What follows belongs to an exercise in optimizing a design on an open flow for a short achievable clock period and few clock cycles; a production flow would make more cautious choices.
Only simulation tests tie the RTL to the original design; equivalence was not proved.
Power figures rest on the tool's default switching activity, not on a simulated workload.

Setup of v39:
==> flow/design.v (excerpt) <==
module core (
    input  logic                clk,
    input  logic                rst_n,
    output logic                imem_req_vld,
    input  logic                imem_req_rdy,
    output logic [68:0]         imem_req,
    input  logic                imem_rsp_vld,
    output logic                imem_rsp_rdy,
    input  logic [68:0]         imem_rsp,
    output logic                dmem_req_vld,
    input  logic                dmem_req_rdy,
    output logic [68:0]         dmem_req,
    input  logic                dmem_rsp_vld,
    output logic                dmem_rsp_rdy,
    input  logic [68:0]         dmem_rsp
);
clock: 11.0 ns
lec_check: 0
abc_clock_period_in_ps: 4000
cap_margin: 20
cell_pad_in_sites_detail_placement: 1
cell_pad_in_sites_global_placement: 2
core_margin: 2
core_utilization: 35
place_density: 0.55
slew_margin: 20
standard.sh (not shown) runs the stock make flow with config.mk's settings and CLKGATE_MAP_FILE= SYNTH_SCRIPT=/design/flow/synth_recipe.tcl, a recipe that flattens the netlist after the stock synthesis.
==> flow/flow/run.sh <==
#!/bin/bash
set -euo pipefail
bash standard.sh synth > synth.log 2>&1
bash standard.sh SETUP_SLACK_MARGIN=6.5 "BUFFER_PORTS_ARGS=-buffer_cell sky130_fd_sc_hd__buf_4" finish > layout.log 2>&1
Testbench counts of v39, summed over its fixed seeds: cycles 115,167.
Inputs modified between v39 and v5:
Settings: CELL_PAD_IN_SITES_GLOBAL_PLACEMENT now 0, was 2; CELL_PAD_IN_SITES_DETAIL_PLACEMENT now 0, was 1.
==> flow/flow/run.sh <==
#!/bin/bash
set -euo pipefail
bash standard.sh synth > synth.log 2>&1
bash standard.sh SETUP_SLACK_MARGIN=7 "BUFFER_PORTS_ARGS=-buffer_cell sky130_fd_sc_hd__buf_4" finish > layout.log 2>&1
Notes after the runs:
v5 went all the way through synthesis, placement and routing and the layout is clean on timing, DRC and antenna.
v39 reached the final stage; the timing, design-rule and antenna checks on its layout passed.
Number of signal-net buffers in the layout sits higher in v5 than in v39.
v5 ended with less clock share of power than v39.
v5 vs v39: wire length of the first global-routing pass down by a few percent
Of v5 and v39, the run reporting the lower count of clock-net buffers in the final layout was v5.
On final cell count without fillers: between v5 and v39, it ends up higher for v5.
Relative to v39, layout buffering overhead excluding clock cells increased by 3.2 points in v5.
--- input diff v5..v7 ---
Settings: swapping 0 for 1 in CELL_PAD_IN_SITES_DETAIL_PLACEMENT; swapping 0 for 2 in CELL_PAD_IN_SITES_GLOBAL_PLACEMENT; swapping 0.55 for 0.65 in PLACE_DENSITY; putting TNS_END_PERCENT at 10 where nothing was set.
==> flow/flow/run.sh <==
#!/bin/bash
set -euo pipefail
bash standard.sh synth > synth.log 2>&1
bash standard.sh SETUP_SLACK_MARGIN=6.5 "BUFFER_PORTS_ARGS=-buffer_cell sky130_fd_sc_hd__buf_4" finish > layout.log 2>&1
Results
STATUS worst setup timing slack at the placement stage: v7 loses against v5
Relative to v5, the initial antenna violation count of v7 is higher by 1.
Post-route core utilization: v7 < v5
Origin of the worst setup path: imem_rsp[22] -> v7, imem_rsp[21] -> v5
Combinational power: v7 lower than v5
In v7 relative to v5, clock buffer count in the final layout had gone up by a few percent.
Here is what was changed in the inputs of v4 compared with v7.
Settings: PLACE_DENSITY: 0.65 -> 0.55; TNS_END_PERCENT: 10 -> unset.
==> flow/flow/run.sh <==
#!/bin/bash
set -euo pipefail
bash standard.sh synth > synth.log 2>&1
bash standard.sh SETUP_SLACK_MARGIN=7 "BUFFER_PORTS_ARGS=-buffer_cell sky130_fd_sc_hd__buf_4" finish > layout.log 2>&1
==> comparison <==
The wire length of the first global-routing pass in v4 was higher than what v7 gave. v4: core utilization 3.7 points above v7. Side by side, relative contribution of combinational cells to total power turned out higher in v4 than in v7. Compared with v7, v4 shows transition time of the tightest slew-check pin higher by 0.071 ns. Going from v7 to v4, delay of the slowest cell on the worst path went up 0.03 ns, detailed-route vias per instance shows an increase of 0.48%, power density of the placed cells shows a reduction of 3.5 nW/um2. [v4 vs v7] shortest period the worst path allows: lower in v4. Compared to v7, v4 has final area about 9% higher. The final routed wirelength across all metal layers of v4 is higher than that of v7. v4 leaves more setup margin than v7.

---

## build 20
core again, from the RTL that the note above started with.
export LEC_CHECK = 0
export ABC_CLOCK_PERIOD_IN_PS = 4000
export CAP_MARGIN = 20
export CELL_PAD_IN_SITES_DETAIL_PLACEMENT = 1
export CELL_PAD_IN_SITES_GLOBAL_PLACEMENT = 2
export CORE_MARGIN = 2
export CORE_UTILIZATION = 35
export PLACE_DENSITY = 0.55
export SLEW_MARGIN = 20
export TNS_END_PERCENT = 10
create_clock -name core_clock -period 11.0 [get_ports {clk}]
==> flow/flow/run.sh <==
#!/bin/bash
set -euo pipefail
bash standard.sh synth > synth.log 2>&1
bash standard.sh SETUP_SLACK_MARGIN=6.5 "BUFFER_PORTS_ARGS=-buffer_cell sky130_fd_sc_hd__buf_4" finish > layout.log 2>&1
Testbench counts of build 20, summed over its fixed seeds: cycles 115,167.
## Diff of input files: build 11 against build 20
==> flow/flow/run.sh <==
#!/bin/bash
set -euo pipefail
bash standard.sh synth > synth.log 2>&1
bash standard.sh SETUP_SLACK_MARGIN=6.5 finish > layout.log 2>&1
--- outcome ---
- Between build 20 and build 11, worst slack on hold paths is higher for build 20, build 11 comes in under that.
- As far as number of flops mapped to enable cells by yosys goes, build 11 and build 20 are indistinguishable; the numbers are identical.
- The setup slack of build 11 is smaller than that of build 20.
- Going from build 20 to build 11, number of non-clock buffers grows by 21.
- Internal cell power shrinks slightly when moving from build 20 to build 11.
- Against build 20 as the reference, build 11 delivers a lower violation count after the first detailed-routing iteration.
- Build 11 vs. build 20: minimum clock period moved up, switching part of the total power picked up an extra 0.16 points.
What build 91 does differently from build 11 at the input level:
==> flow/flow/run.sh <==
#!/bin/bash
set -euo pipefail
bash standard.sh synth > synth.log 2>&1
bash standard.sh SETUP_SLACK_MARGIN=7 "BUFFER_PORTS_ARGS=-buffer_cell sky130_fd_sc_hd__buf_4" finish > layout.log 2>&1
- | switching power share of the total | build 11 vs build 91 | ≈ equal |
- Of build 91 and build 11, the lower count of clock-buffer cells in the layout belongs to build 91.
- Via count (build 91 vs. build 11) increases slightly
- On reported net switching power: build 91 sits above build 11.
- In build 91 the share of total power in sequential cells turned out 0.7 points lower than in build 11.
- Number of placed instances with taps included of build 11 is on par with build 91.
- Comparing global-route met2 utilization for build 91 and build 11, the bigger number came from build 91.
- Number of filler cells placed in the layout: lower on build 91
- In the final reports, the cell area of build 91 is larger than that of build 11.
- In the metrics for build 91 and build 11, the one carrying the lower area added between synthesis and finish is build 11.
- Setup slack after layout: build 91 better than build 11

---

run A:
core again, from the RTL that the note above started with.
==> flow/config.mk <==
export PLATFORM = sky130hd
export DESIGN_NAME = core
export DESIGN_NICKNAME = core
export VERILOG_FILES = /design/flow/design.v
export SDC_FILE = /design/flow/constraint.sdc
export NUM_CORES = 4
export LEC_CHECK = 0
export ABC_CLOCK_PERIOD_IN_PS = 4000
export CAP_MARGIN = 20
export CELL_PAD_IN_SITES_DETAIL_PLACEMENT = 0
export CELL_PAD_IN_SITES_GLOBAL_PLACEMENT = 0
export CORE_MARGIN = 2
export CORE_UTILIZATION = 35
export PLACE_DENSITY = 0.55
export SLEW_MARGIN = 20
==> flow/constraint.sdc <==
create_clock -name core_clock -period 11.0 [get_ports {clk}]
set_input_delay 2.2000 -clock core_clock [delete_from_list [all_inputs] [get_ports {clk}]]
set_output_delay 2.2000 -clock core_clock [all_outputs]
set_load 0.01 [all_outputs]
==> flow/flow/run.sh <==
#!/bin/bash
set -euo pipefail
bash standard.sh synth > synth.log 2>&1
bash standard.sh SETUP_SLACK_MARGIN=6.5 "BUFFER_PORTS_ARGS=-buffer_cell sky130_fd_sc_hd__buf_4" finish > layout.log 2>&1
Run A ended with every stage complete and zero timing, DRC or antenna violations.
Testbench counts of run A, summed over its fixed seeds: cycles 115,167.
--- input diff run A..run B ---
# run A
export LEC_CHECK = 0
export ABC_CLOCK_PERIOD_IN_PS = 4000
export CAP_MARGIN = 20
export CELL_PAD_IN_SITES_DETAIL_PLACEMENT = 0
export CELL_PAD_IN_SITES_GLOBAL_PLACEMENT = 0
export CORE_MARGIN = 2
export CORE_UTILIZATION = 35
export PLACE_DENSITY = 0.55
export SLEW_MARGIN = 20
create_clock -name core_clock -period 11.0 [get_ports {clk}]
# run B
export LEC_CHECK = 0
export ABC_CLOCK_PERIOD_IN_PS = 4000
export CAP_MARGIN = 20
export CELL_PAD_IN_SITES_DETAIL_PLACEMENT = 0
export CELL_PAD_IN_SITES_GLOBAL_PLACEMENT = 0
export CORE_MARGIN = 2
export CORE_UTILIZATION = 35
export PLACE_DENSITY = 0.55
export SLEW_MARGIN = 20
export TNS_END_PERCENT = 10
create_clock -name core_clock -period 11.0 [get_ports {clk}]
Results
Run B: no failed stages, no open violations at the end. Register-to-register slack was lower in the run labelled run B. Higher period utilization was reported by run B, not run A. Least setup slack across all paths after layout down 0.042 ns in run B wrt run A. Looking at run A and run B, the relative area of clock buffers and inverters in the final design is a wash. Min sequential share of cell area across run A and run B: run A. Cmp run B vs run A: stage delay of the slowest cell on the critical path lower in run B. Lower worst IR drop on VDD goes to run B over run A. Compared to run A, run B has slew at the pin closest to its max-slew limit 0.044 ns lower. Between run B and run A, the multi-input gate count figures differ only marginally. Reported for run A and run B, post-synthesis share of cell area spent on full adders, half adders and majority gates turned out identical to the last digit. Run B ends up with a wire length that is 3.3% lower than in run A.

## what the ideal ports hide
How much do the figures lean on ideal ports? The routed layouts below were timed once more, with nothing changed but the port constraints.
Step 1, drivers: a clkbuf_16 drives clk and a buf_2 each remaining input, both assumed.
Step 2 moves the port delays by t, midway between the first and last clock arrival at a register: inputs arrive t later, outputs are due t later. That takes back most of the time a late clock gives input paths.
Slacks: ideal ports / drivers / drivers and shift; pairs: ideal ports / drivers.
| run | t (ns) | setup WS [ns] | clock arrival spread, ns | worst slew at a driven data input, ns |
|---|---|---|---|---|
| v39 | 1.010 | 6.304 / 6.119 / 5.109 | 0.082 / 0.082 | 0.51 |
| v5 | 1.010 | 6.232 / 6.172 / 5.161 | 0.099 / 0.099 | 0.52 |
| v7 | 1.022 | 6.185 / 5.994 / 4.973 | 0.123 / 0.123 | 0.42 |
| v4 | 1.030 | 6.363 / 5.986 / 4.956 | 0.088 / 0.087 | 0.62 |
| build 20 | 1.035 | 6.297 / 5.993 / 4.958 | 0.092 / 0.091 | 0.54 |
| build 11 | 1.019 | 6.156 / 5.980 / 4.961 | 0.075 / 0.075 | 0.52 |
| build 91 | 1.013 | 6.184 / 5.977 / 4.964 | 0.081 / 0.082 | 0.55 |
| run A | 0.979 | 6.336 / 6.037 / 5.058 | 0.115 / 0.115 | 0.47 |
| run B | 0.996 | 6.294 / 6.042 / 5.046 | 0.121 / 0.121 | 0.42 |
After both steps setup and hold are still met in every run listed. For v4, which loses most, drivers alone change the setup slack by -0.377 ns; drivers and shift together by -1.407 ns.
